Background: an optimization exercise with open tools, aiming at small area and a short achievable clock period. Do not read the settings as production practice.
Function was checked by simulation only, so behaviour that the tests miss may differ from the original.
Power figures rest on the tool's default switching activity, not on a simulated workload.

`flow/design.v`:
```
`timescale 1ns / 1ps
module CPU(clk, rst, pc, instr, wb_we, wb_rd, wb_data, st_we, st_addr, st_data);
    input clk;
    input rst;
    output [8:0] pc;           
    input [31:0] instr;        
    output wb_we;              
    output [4:0] wb_rd;
    output [31:0] wb_data;
    output st_we;              
    output [4:0] st_addr;
    output [31:0] st_data;
    integer k;
    reg [6:0] pc_q;            
    always @(posedge clk) begin
        if (rst) pc_q <= 7'd25;    
        else     pc_q <= pc_q + 7'd1;
    end
    assign pc = {pc_q, 2'b00};
    wire [5:0] f_op = instr[31:26];
    wire [5:0] f_fn = instr[5:0];
    wire f_r   = (f_op == 6'b000000);
    wire f_add = f_r & (f_fn == 6'b100000);
    wire f_sub = f_r & (f_fn == 6'b100010);
    wire f_or  = f_r & (f_fn == 6'b100101);
    wire f_xor = f_r & (f_fn == 6'b100110);
    wire f_and = f_r & (f_fn == 6'b100100);
    wire f_lw  = (f_op == 6'b100011);
    wire f_sw  = (f_op == 6'b101011);
    reg d_wreg, d_wmem;        
    reg d_lw, d_sub, d_or, d_xor, d_and;
    reg [4:0] d_rs, d_rt;
    reg d_byps, d_bypt;        
    reg [15:0] d_imm;
    always @(posedge clk) begin
        if (rst) begin
            d_wreg <= 1'b0;
            d_wmem <= 1'b0;
        end else begin
            d_wreg <= f_add | f_sub | f_or | f_xor | f_and | f_lw;
            d_wmem <= f_sw;
        end
        d_lw  <= f_lw;
        d_sub <= f_sub;
        d_or  <= f_or;
        d_xor <= f_xor;
        d_and <= f_and;
        d_rs  <= instr[25:21];
        d_rt  <= instr[20:16];
        d_byps <= !rst && m_wreg && m_dest == instr[25:21];
        d_bypt <= !rst && m_wreg && m_dest == instr[20:16];
        d_imm <= instr[15:0];
    end
    function [31:0] rf_init(input integer i);
        case (i)
            1:  rf_init = 32'hA00000AA;
            2:  rf_init = 32'h10000011;
            3:  rf_init = 32'h20000022;
            4:  rf_init = 32'h30000033;
            5:  rf_init = 32'h40000044;
            6:  rf_init = 32'h50000055;
            7:  rf_init = 32'h60000066;
            8:  rf_init = 32'h70000077;
            9:  rf_init = 32'h80000088;
            10: rf_init = 32'h90000099;
            default: rf_init = 32'h00000000;
        endcase
    endfunction
    function [31:0] mem_init(input integer i);
        case (i)
            0:  mem_init = 32'hA00000AA;
            4:  mem_init = 32'h10000011;
            8:  mem_init = 32'h20000022;
            12: mem_init = 32'h30000033;
            16: mem_init = 32'h40000044;
            20: mem_init = 32'h50000055;
            24: mem_init = 32'h60000066;
            28: mem_init = 32'h70000077;
            default: mem_init = 32'h00000000;
        endcase
    endfunction
    reg [31:0] rf [0:31];      
    reg [31:0] rf_ok;          
    reg [31:0] mem [0:31];     
    reg [31:0] mem_ok;
    reg        e_wreg, e_wmem, e_lw, e_sub, e_or, e_xor, e_and;
    reg  [4:0] e_dest;
    reg        m_wreg, m_wmem, m_lw;
    reg  [4:0] m_dest;
    reg [31:0] m_alu, m_st;
    reg [31:0] m_dec;          
    reg        w_we;
    reg  [4:0] w_rd;
    reg [31:0] w_res;
    reg [31:0] m_fwn, w_fwn;
    reg [31:0] m_stn;          
    wire [4:0] d_dest = d_lw ? d_rt : d_imm[15:11];
    wire d_aluimm = d_lw | d_wmem;
    wire [31:0] w_dec = 32'd1 << w_rd;
    wire [31:0] rf_nx = rst ? 32'h00000000 : w_we ? (rf_ok | w_dec) : rf_ok;
    wire [31:0] f_rsd = 32'd1 << instr[25:21];
    wire [31:0] f_rtd = 32'd1 << instr[20:16];
    reg [31:0] d_rsv, d_rtv, d_rsi, d_rti;
    always @(posedge clk) begin
        d_rsv <= f_rsd & rf_nx;
        d_rtv <= f_rtd & rf_nx;
        d_rsi <= f_rsd & ~rf_nx;
        d_rti <= f_rtd & ~rf_nx;
    end
    reg [31:0] rs_rf, rt_rf;
    always @(*) begin
        rs_rf = 32'h00000000;
        rt_rf = 32'h00000000;
        for (k = 0; k < 32; k = k + 1) begin
            rs_rf = rs_rf | ({32{d_rsv[k]}} & rf[k]) | ({32{d_rsi[k]}} & rf_init(k));
            rt_rf = rt_rf | ({32{d_rtv[k]}} & rf[k]) | ({32{d_rti[k]}} & rf_init(k));
        end
    end
    wire [31:0] rs_val = d_byps ? w_res : rs_rf;
    wire [31:0] rt_val = d_bypt ? w_res : rt_rf;
    wire a1 = e_wreg && e_dest == d_rs;
    wire a2 = !a1 && m_wreg && m_dest == d_rs;
    wire b1 = e_wreg && e_dest == d_rt;
    wire b2 = !b1 && m_wreg && m_dest == d_rt;
    reg [31:0] e_a, e_b;
    reg [15:0] e_imm;
    reg e_a1, e_a2, e_a0;      
    reg e_b1, e_b2, e_b0, e_bi, e_b1n, e_b2n;  
    reg e_s1, e_s2, e_s0;      
    always @(posedge clk) begin
        if (rst) begin
            e_wreg <= 1'b0;
            e_wmem <= 1'b0;
        end else begin
            e_wreg <= d_wreg;
            e_wmem <= d_wmem;
        end
        e_lw   <= d_lw;
        e_sub  <= d_sub;
        e_or   <= d_or;
        e_xor  <= d_xor;
        e_and  <= d_and;
        e_dest <= d_dest;
        e_a    <= rs_val;
        e_b    <= rt_val ^ {32{d_sub}};    
        e_imm  <= d_imm;
        e_a1   <= a1;
        e_a2   <= a2;
        e_a0   <= !a1 && !a2;
        e_b1   <= b1 && !d_aluimm && !d_sub;
        e_b2   <= b2 && !d_aluimm && !d_sub;
        e_b1n  <= b1 && d_sub;
        e_b2n  <= b2 && d_sub;
        e_b0   <= !b1 && !b2 && !d_aluimm;
        e_bi   <= d_aluimm;
        e_s1   <= b1;
        e_s2   <= b2;
        e_s0   <= !b1 && !b2;
    end
    wire [31:0] opa = ({32{e_a1}} & ~m_fwn) | ({32{e_a2}} & ~w_fwn) | ({32{e_a0}} & e_a);
    wire [31:0] opb = ({32{e_b1}} & ~m_fwn) | ({32{e_b2}} & ~w_fwn) | ({32{e_b0}} & e_b)
                    | ({32{e_b1n}} & m_fwn) | ({32{e_b2n}} & w_fwn)
                    | ({32{e_bi}} & {16'h0000, e_imm});
    wire [31:0] sdat = ({32{e_s1}} & m_alu) | ({32{e_s2}} & w_res) | ({32{e_s0}} & e_b);
    wire [31:0] pp = opa ^ opb;
    wire [31:0] gg = opa & opb;
    wire [31:0] pl [0:5];
    wire [31:0] gl [0:5];
    assign pl[0] = pp;
    assign gl[0] = {gg[31:1], gg[0] | (pp[0] & e_sub)};
    genvar s, j;
    generate
        for (s = 0; s < 5; s = s + 1) begin : ks
            for (j = 0; j < 32; j = j + 1) begin : kb
                if (j >= (1 << s)) begin : op
                    assign gl[s+1][j] = gl[s][j] | (pl[s][j] & gl[s][j - (1 << s)]);
                    assign pl[s+1][j] = pl[s][j] & pl[s][j - (1 << s)];
                end else begin : pass
                    assign gl[s+1][j] = gl[s][j];
                    assign pl[s+1][j] = pl[s][j];
                end
            end
        end
    endgenerate
    wire [31:0] cin = {gl[5][30:0], e_sub};    
    wire [31:0] lres = ({32{e_xor}} & pp) | ({32{e_and}} & gg) | ({32{e_or}} & (pp | gg));
    wire e_sum = !(e_or | e_xor | e_and);
    wire [31:0] res0 = e_sum ? pp : lres;      
    wire [31:0] res1 = e_sum ? ~pp : lres;     
    wire [31:0] res = (cin & res1) | (~cin & res0);
    always @(posedge clk) begin
        if (rst) begin
            m_wreg <= 1'b0;
            m_wmem <= 1'b0;
        end else begin
            m_wreg <= e_wreg;
            m_wmem <= e_wmem;
        end
        m_lw   <= e_lw;
        m_dest <= e_dest;
        m_alu  <= res;
        m_fwn  <= ~res;
        m_dec  <= 32'd1 << (opa[4:0] + e_imm[4:0]);    
        m_st   <= sdat;
        m_stn  <= ~sdat;
    end
    wire [4:0] m_addr = m_alu[4:0];
    reg [31:0] mem_rd;
    always @(*) begin
        mem_rd = 32'h00000000;
        for (k = 0; k < 32; k = k + 1)
            mem_rd = mem_rd | ({32{m_dec[k] &  mem_ok[k]}} & mem[k])
                            | ({32{m_dec[k] & ~mem_ok[k]}} & mem_init(k));
    end
    always @(posedge clk) begin
        for (k = 0; k < 32; k = k + 1)
            if (m_wmem && m_dec[k]) mem[k] <= ~m_stn;
        if (rst)         mem_ok <= 32'h00000000;
        else if (m_wmem) mem_ok <= mem_ok | m_dec;
    end
    always @(posedge clk) begin
        if (rst) w_we <= 1'b0;
        else     w_we <= m_wreg;
        w_rd  <= m_dest;
        w_res <= m_lw ? mem_rd : m_alu;
        w_fwn <= ~(m_lw ? mem_rd : m_alu);
    end
    always @(posedge clk) begin
        for (k = 0; k < 32; k = k + 1)
            if (w_we && w_dec[k]) rf[k] <= w_res;
        if (rst)       rf_ok <= 32'h00000000;
        else if (w_we) rf_ok <= rf_ok | w_dec;
    end
    assign wb_we   = w_we;
    assign wb_rd   = w_rd;
    assign wb_data = ~w_fwn;
    assign st_we   = m_wmem;
    assign st_addr = m_addr;
    assign st_data = m_st;
endmodule
```
`flow/flow/run.sh`:
```
#!/bin/bash
# Own flow: the standard layout (standard.sh) with these changes:
#  - synthesis runs flow/my_synth.tcl: the standard synthesis script with a
#    two-part ABC mapping (see there), and without the full/half adder cell
#    extraction (ADDER_MAP_FILE empty), so ABC maps adders as plain logic;
#    registers are the standard ones;
#  - port buffers are buf_2 cells, and repairs may resize a cell to any
#    footprint (MATCH_CELL_FOOTPRINT=0);
#  - clock tree: sinks clustered 24 at most, 80 um across, no dummy loads.
# Each step's output goes to a log file in this folder.
set -euo pipefail
W=$(pwd)
export MY_WORK_DIR=$W
export MY_FLOW_DIR=$W/flow
bash standard.sh SYNTH_SCRIPT=$W/flow/my_synth.tcl ADDER_MAP_FILE= synth > $W/synth.log 2>&1
bash standard.sh MATCH_CELL_FOOTPRINT=0 \
  "BUFFER_PORTS_ARGS=-buffer_cell sky130_fd_sc_hd__buf_2" \
  "CTS_ARGS=-sink_clustering_enable -repair_clock_nets -sink_clustering_size 24 -sink_clustering_max_diameter 80 -dont_use_dummy_load" \
  finish > $W/layout.log 2>&1
ls -la $W/out/final.def
```
`flow/flow/alu_abc.script`:
```
strash
dch
map -B 0.9
topo
stime -c
buffer -c
upsize -c
dnsize -c
```
`flow/flow/my_synth.tcl`:
```
# The standard synthesis (synth_recipe.tcl), except that the technology
# mapping of the execute stage's logic (the cone feeding the m_alu
# registers, stopped at registers) is done first with ABC's delay-oriented
# classic mapper; the rest is then mapped with ORFS's usual ABC script.
# Registers are untouched: they are mapped before ABC runs.
proc abc {args} {
  set i [lsearch $args -script]
  set alu_args $args
  lset alu_args [expr {$i + 1}] $::env(MY_FLOW_DIR)/alu_abc.script
  yosys select -set my_dw {c:m_alu*} {c:m_fwn*} {%ci1:+sky130_fd_sc_hd__dfxtp_1[D]} {c:m_alu*} {c:m_fwn*} {%d}
  yosys select -set my_alu {@my_dw} {%ci*:-sky130_fd_sc_hd__dfxtp_1,sky130_fd_sc_hd__edfxtp_1} {t:$_*} {%i}
  yosys select -count {@my_alu}
  yosys abc {*}$alu_args {@my_alu}
  yosys select -clear
  yosys abc {*}$args
}
source $::env(MY_WORK_DIR)/synth_recipe.tcl
```
`flow/standard.sh`:
```
#!/bin/bash
# synth_recipe.tcl (not shown) runs the flow's synth.tcl, then flattens the netlist and writes it again
# the make line also repeats each setting of config.mk as NAME=value (left out here)
make -C /OpenROAD-flow-scripts/flow DESIGN_CONFIG=/design/flow/config.mk WORK_HOME=/design/flow/orfs CLKGATE_MAP_FILE= SYNTH_SCRIPT=/design/flow/synth_recipe.tcl "${@:-finish}"
```
`flow/config.mk`:
```
export PLATFORM = sky130hd
export DESIGN_NAME = CPU
export DESIGN_NICKNAME = CPU
export VERILOG_FILES = /design/flow/design.v
export SDC_FILE = /design/flow/constraint.sdc
export NUM_CORES = 4
export LEC_CHECK = 0
export CAP_MARGIN = 20
export CORE_MARGIN = 2
export CORE_UTILIZATION = 40
export PLACE_DENSITY = 0.6
export SETUP_SLACK_MARGIN = 1.7
export SLEW_MARGIN = 20
```
`flow/constraint.sdc`:
```
create_clock -name core_clock -period 4.3 [get_ports {clk}]
set_input_delay 0.8600 -clock core_clock [delete_from_list [all_inputs] [get_ports {clk}]]
set_output_delay 0.8600 -clock core_clock [all_outputs]
set_load 0.01 [all_outputs]
```
==> flow_metrics.py, run 1 <==
metrics = {
    "yosys": {
        "synth_edf_count": 2048,
        "netlist.area_leader.share_pct": 60.70,
        "synth_area_leaders": "edfxtp_1 (61%), dfxtp_1 (11%), a22oi_1 (4.5%)",
        "syn_inst": 7700,
        "ys_seq_elements": 2580,
        "yosysWarnings": 3,
        "synth_common_cells": "edfxtp_1 (2,048), nand3_1 (794), a22oi_1 (612), nand2_1 (609), dfxtp_1 (532)",
        "syn_area_sq_mm": 0.1013,
        "yosysMostFrequentCell": "edfxtp_1",
        "synth_cell_types": 68,
        "avgSynthCellArea_sq_um": 13.16,
        "synth_flop_cell": "edfxtp_1",
        "yosysSeqAreaShare_pct": 71.22,
        "async_flop_share_pct": 0,
        "synth.largest_area_cell": "edfxtp_1",
    },
    "placed_design": {
        "place_inst": 11100,
        "io_buffers": 116,
        "place_hpwl_microns": 295000,
        "gp_congestion": 0.9974,
        "place_ws_ns": 1.129,
    },
    "critical_path": {
        "startpoint": "d_rsv[7]",
        "reg2reg_depth": 6,
        "cp.required_ns": 4.94,
        "rrSetupSlack_ns": 1.43,
        "path_class": "flop to flop",
        "critical_path.endpoint": "e_a[22]",
        "end_kind": "flop",
        "r2r-start": "d_rsv[7]",
        "arrival_ns": 3.51,
        "worstReg2RegEnd": "e_a[22]",
        "worstSetupStartpointType": "flop",
        "critPathMaxFanout": 18,
    },
    "global_route": {
        "grt_pass1_wl_microns": 637400,
        "grtUsageMet1_pct": 45.15,
        "top_usage_layer": "met2",
        "grtUsageTotal_pct": 36.14,
        "gr-usage-met2_pct": 51.05,
        "antenna_found_initial": 37,
        "grt_pass1_vias": 74598,
        "grt_max_degree": 65,
        "gr-usage-met3_pct": 15.07,
        "grt_overflow": 0,
    },
    "clocking": {
        "clockBufferDepth": 3,
        "clock-sinks": 2580,
        "clk_pin_slew_ns": 0.10,
        "numCtsBuffers": 136,
        "clk_latency_ns": 0.87,
        "clockRootBuffer": "clkbuf_16",
        "cts_max_level": 4,
        "cts_tree": "done",
    },
    "timing": {
        "period_share_pct": 66.64,
        "hold_viol_final": 0,
        "fin_tns_setup_ns": 0,
        "setup_slack_ns": 1.435,
        "tightest_slew_ns": 1.240,
        "slew_violations": 0,
        "rsz0062_at_grt": "true",
        "relSlewSlack_pct": 17.36,
        "skew_ns": 0.1098,
        "setup_viol": 0,
        "final.min_clock_period_ns": 2.865,
        "timing.fmax_mhz": 349.0,
    },
    "die": {
        "die-area_sq_mm": 0.2573,
        "core_sq_mm": 0.2516,
        "initial_core_util_pct": 40.26,
        "die_width_microns": 507.3,
        "io_pins": 119,
        "rows": 184,
        "die_y_microns": 507.3,
    },
    "worst_hold_path": {
        "hp-class": "input port to flop",
        "worstHoldPathCells": 1,
    },
    "cells_and_area": {
        "largestRegisters": "mem x1024, rf x1024",
        "final_cells": 11313,
        "drive_above_1_share_pct": 14.36,
        "nets": 7972,
        "multiInputGateArea_sq_mm": 0.02681,
        "regArea_sq_mm": 0.07239,
        "fillCellCount": 22473,
        "areaGrowthSynthToFinish_pct": 11.74,
    },
    "route": {
        "route.detailed.drc": 0,
        "first_pass_iters": 13,
        "wl_microns": 482200,
        "via_per_inst": 7.184,
        "vias": 81268,
        "wl_per_cell_microns": 42.63,
        "first_iter_violations": 19029,
        "final_antenna_net_count": 0,
    },
    "power_and_ir_drop": {
        "cellPowerDensity_mw_per_mm2": 369.9,
        "p_leak_nw": 40.37,
        "vdd_ir_drop_max_mv": 0.4847,
    },
    "status": {
        "status": "timing/DRC/antenna clean",
    },
    "job": {
        "drv_cap": 0,
    },
}
[routing by layer]
layer | wire length [microns] | up-vias
li1 | - | 30189
met1 | 160700 | 39768
met2 | 195700 | 8973
met3 | 83740 | 2298
met4 | 41620 | 40
met5 | 479 | -
[worst min path at each step]
stage	from	endpoint
CTS	instr[11]	d_imm[11]
global route	instr[12]	d_imm[12]
finish	instr[15]	d_imm[15]
global placement	e_lw	m_lw
floorplan	d_and	e_and
detailed placement	d_imm[2]	e_imm[2]
[layout make-up]
class,instances,area share [%]
sequential,2580,63.94
multi-input combinational,4247,23.69
timing repair buffer,574,4.240
tap,3348,3.700
clock buffer,136,3.006
inverter,399,1.357
antenna,29,0.06411
[cells by family (layout without fill, tap and decap cells)]
family | after synthesis | after routing | synth area share [%]
buffers and inverters | 874 | 1109 | 3.393
AOI/OAI and AO/OA | 1620 | 1620 | 12.34
xor gates and xnor gates | 71 | 71 | 0.6138
other | 1 | 31 | 0.003702
muxes | 5 | 5 | 0.05557
DFF | 2580 | 2580 | 71.22
and+or+nand+nor | 2549 | 2549 | 12.38
[worst max-delay path, stage by stage (launching register included)]
cell,delay (ns)
dfxtp_2,0.72
buf_4,0.62
a22o_1,0.27
a221oi_1,0.06
nand4_1,0.19
nor3_4,0.10
a21oi_1,0.64
[power breakdown]
group / switching (mW) / internal, mW / leakage [nW] / total, mW
clock: 7.93 / 5.65 / 1.68 / 13.6
combinational: 0.843 / 0.251 / 14.6 / 1.09
sequential: 0.277 / 26.9 / 24.1 / 27.2
[timing repair]
action	4_1_cts	5_1_grt
hold buffers	0	0
gates resized for setup	125	106
cloned	0	1
endpoints found under the setup margin	680	176
pin swaps	13	11
setup buffers	27	16
[per-stage QoR]
stage	hold WS, ns	utilization [%]	power [mW]	area (sq um)
4_1_cts	0.07301	44.70	41.65	112500
2_1_floorplan	0.3096	-	28.13	101500
5_1_grt	0.08225	44.96	42.56	113100
3_3_place_gp	0.3137	43.00	28.76	108200
6_report	0.1033	44.99	41.87	113200
3_5_place_dp	0.3121	43.04	28.78	108300
[cell usage in the layout (no fill, tap or decap), types with 138 or more instances in the layout]
master and instances:
nor2_1 322, nand4_1 341, clkbuf_16 138, nand2_1 590, nand3_1 788, buf_4 390, dfxtp_1 429, a22oi_1 611
edfxtp_1 2048, inv_1 366, a22o_1 273, a221oi_1 225
==> inputs of run 2 (changes only) <==
--- a/flow/config.mk
+++ b/flow/config.mk
@@ -11,3 +11,3 @@
 export PLACE_DENSITY = 0.6
-export SETUP_SLACK_MARGIN = 1.7
+export SETUP_SLACK_MARGIN = 1.9
 export SLEW_MARGIN = 20
==> flow_metrics.py, run 2 <==
metrics = {
    "status": {
        "status": "timing/DRC/antenna clean",
    },
    "critical_path": {
        "path_class": "flop to flop",
        "reg2reg_depth": 6,
        "crit_top_cell": "nand3_1",
        "path_delay_family": "simple AND/OR/NAND/NOR gates",
        "critPathMaxFanout": 12,
        "end_kind": "flop",
        "worstSetupStartpointType": "flop",
        "path_buf_inv": 1,
        "crit_path_top_delay_cell": "nor4_2",
        "max_stage_delay_ns": 0.57,
        "arrival_ns": 3.27,
        "cp_num_cells": 6,
        "crit_chain": "buf_4 > nand3_1 > nand4_1 > nor4_2 > nand3_1 > o21a_1",
        "cp.required_ns": 5.02,
    },
    "global_route": {
        "grt_pass1_wl_microns": 644400,
        "grt_max_degree": 69,
        "grt_pass1_vias": 74920,
        "grtUsageTotal_pct": 36.61,
        "grt_overflow": 0,
        "antenna_found_initial": 40,
    },
    "route": {
        "route.detailed.drc": 0,
        "highest_layer": "met5",
        "wl_microns": 493800,
        "wl_per_cell_microns": 43.12,
        "final_antenna_net_count": 0,
        "via_per_inst": 7.188,
        "met1_length_microns": 161600,
        "first_pass_iters": 13,
        "vias": 82299,
        "wl_met3_microns": 86110,
        "first_iter_violations": 19377,
        "route.met2.wl_microns": 199800,
    },
    "die": {
        "io_pins": 119,
        "rows": 184,
        "core_sq_mm": 0.2516,
        "die-area_sq_mm": 0.2573,
        "die_y_microns": 507.3,
        "die_width_microns": 507.3,
        "initial_core_util_pct": 40.26,
    },
    "clocking": {
        "cts_max_level": 4,
        "clk_pin_slew_ns": 0.10,
        "cts_tree": "done",
        "hold_buffers": 0,
        "clockBufferDepth": 3,
        "clockRootBuffer": "clkbuf_16",
        "clk_latency_ns": 0.86,
        "clock-sinks": 2580,
        "numCtsBuffers": 137,
    },
    "cells_and_area": {
        "fillCellCount": 22181,
        "final_cell_mix": "edfxtp_1 (2,048), nand3_1 (779), a22oi_1 (607)",
        "drive_above_1_share_pct": 17.63,
        "nets": 8108,
        "final_common_cell": "edfxtp_1",
        "areaGrowthSynthToFinish_pct": 14.13,
        "largestRegisters": "mem x1024, rf x1024",
    },
    "yosys": {
        "netlist.area_leader.share_pct": 60.70,
        "synth_edf_count": 2048,
        "yosysSeqAreaShare_pct": 71.22,
        "synth.largest_area_cell": "edfxtp_1",
        "syn_area_sq_mm": 0.1013,
        "yosysMostFrequentCell": "edfxtp_1",
        "async_flop_share_pct": 0,
        "ys_seq_elements": 2580,
        "synth_common_cells": "edfxtp_1 (2,048), nand3_1 (794), a22oi_1 (612), nand2_1 (609), dfxtp_1 (532)",
        "synth_flop_cell": "edfxtp_1",
        "yosysWarnings": 3,
        "syn_inst": 7700,
        "avgSynthCellArea_sq_um": 13.16,
        "synth_area_leaders": "edfxtp_1 (61%), dfxtp_1 (11%), a22oi_1 (4.5%)",
        "synth_cell_types": 68,
    },
    "power_and_ir_drop": {
        "cellPowerDensity_mw_per_mm2": 362.9,
        "p_leak_nw": 41.39,
        "vdd_ir_drop_max_mv": 0.4844,
    },
    "job": {
        "drv_cap": 0,
    },
    "placed_design": {
        "place_hpwl_microns": 292300,
        "gp_congestion": 0.9944,
        "io_buffers": 116,
    },
    "timing": {
        "tightest_slew_ns": 1.124,
        "relSlewSlack_pct": 25.08,
        "skew_ns": 0.1090,
        "rsz0062_at_grt": "true",
        "fin_tns_setup_ns": 0,
        "timing.hold.ws_ns": 0.08753,
        "hold_viol_final": 0,
        "setup_viol": 0,
        "period_share_pct": 59.48,
        "slew_violations": 0,
        "final.min_clock_period_ns": 2.558,
        "timing.fmax_mhz": 391.0,
    },
    "worst_hold_path": {
        "worstHoldPathCells": 1,
        "hp-class": "input port to flop",
    },
}
==> run 2: cell counts after synthesis <==
Identical to the previous run, type by type.
==> run 2: where the power goes <==
| group | internal [mW] | switching (mW) | leakage [nW] |
|---|---|---|---|
| combinational | 0.278 | 0.921 | 15.6 |
| sequential | 26.9 | 0.243 | 24.1 |
| clock | 5.69 | 7.92 | 1.69 |
| total | 32.9 | 9.08 | 41.4 |
==> run 2: cell families (layout without fill, tap and decap cells) <==
group	count (synthesis)	after routing	synth area share [%]
DFF	2580	2580	71.22
other	1	32	0.003702
muxes	5	5	0.05557
AOI/OAI and AO/OA	1620	1620	12.34
xor gates and xnor gates	71	71	0.6138
buffers and inverters	874	1243	3.393
and+or+nand+nor	2549	2551	12.38
==> run 2: area by class of cell <==
cell class              count  area, sq um  share of cell area [%]
multi-input cells        4249        27460                   23.75
diodes                     30        75.07                 0.06493
repair inverters            4        37.54                 0.03246
repair buffers            703         6367                   5.507
well taps                3348         4189                   3.623
clock buffers             137         3428                   2.965
inverters                 399         1555                   1.345
flip-flops and latches   2580        72510                   62.71
==> run 2: routing by layer <==
layer,vias up,track usage (%)
met4,33,25.13
met5,-,1.093
met3,2510,15.88
met2,9082,51.73
li1,30484,-
met1,40190,44.94
==> run 2: worst paths after layout <==
path,start,end,slack (ns)
min,instr[13],d_imm[13],0.09
max,m_dec[21],w_res[8],1.74
min reg2reg,d_imm[5],e_imm[5],0.33
max reg2reg,m_dec[21],w_res[8],1.74
==> run 2: metrics by stage <==
stage,total power [mW],instance area [sq um],instances,utilization (%),setup WS [ns]
floorplan,28.13,101400,7701,-,1.284
global placement,28.77,108300,11095,43.02,1.262
detailed placement,28.78,108300,11095,43.02,1.256
CTS,41.70,113500,11305,45.09,1.753
global route,42.64,115600,11423,45.92,1.795
finish,41.96,115600,11450,45.95,1.742
==> run 2: what timing repair did <==
| item | in CTS | in global routing |
|---|---|---|
| endpoints found under the setup margin | 1547 | 170 |
| pin swaps | 27 | 37 |
| gates cloned | 6 | 6 |
| gates resized for setup | 293 | 258 |
| buffers inserted | 67 | 108 |

-- re-timing with driven ports --
In the flow no input, the clock included, has a driving cell. The finished layouts below were timed again as built, in two steps. Step 1, drivers: a clkbuf_16 drives clk and a buf_2 each remaining input, both assumed. Step 2 moves the port delays by t, midway between the first and last clock arrival at a register: inputs arrive t later, outputs are due t later. That takes back most of the time a late clock gives input paths. Three values: no drivers, after step 1, after step 2; two values: the first two.
run | t, ns | slack for setup (ns) | latest minus earliest clock arrival (ns)
run 1 | 0.931 | 1.435 / 1.435 / 1.435 | 0.134 / 0.134
run 2 | 0.910 | 1.742 / 1.668 / 1.654 | 0.127 / 0.127
After both steps setup and hold are still met in every run listed. For run 2, which loses most, drivers alone change the setup slack by -0.074 ns; drivers and shift together by -0.088 ns.
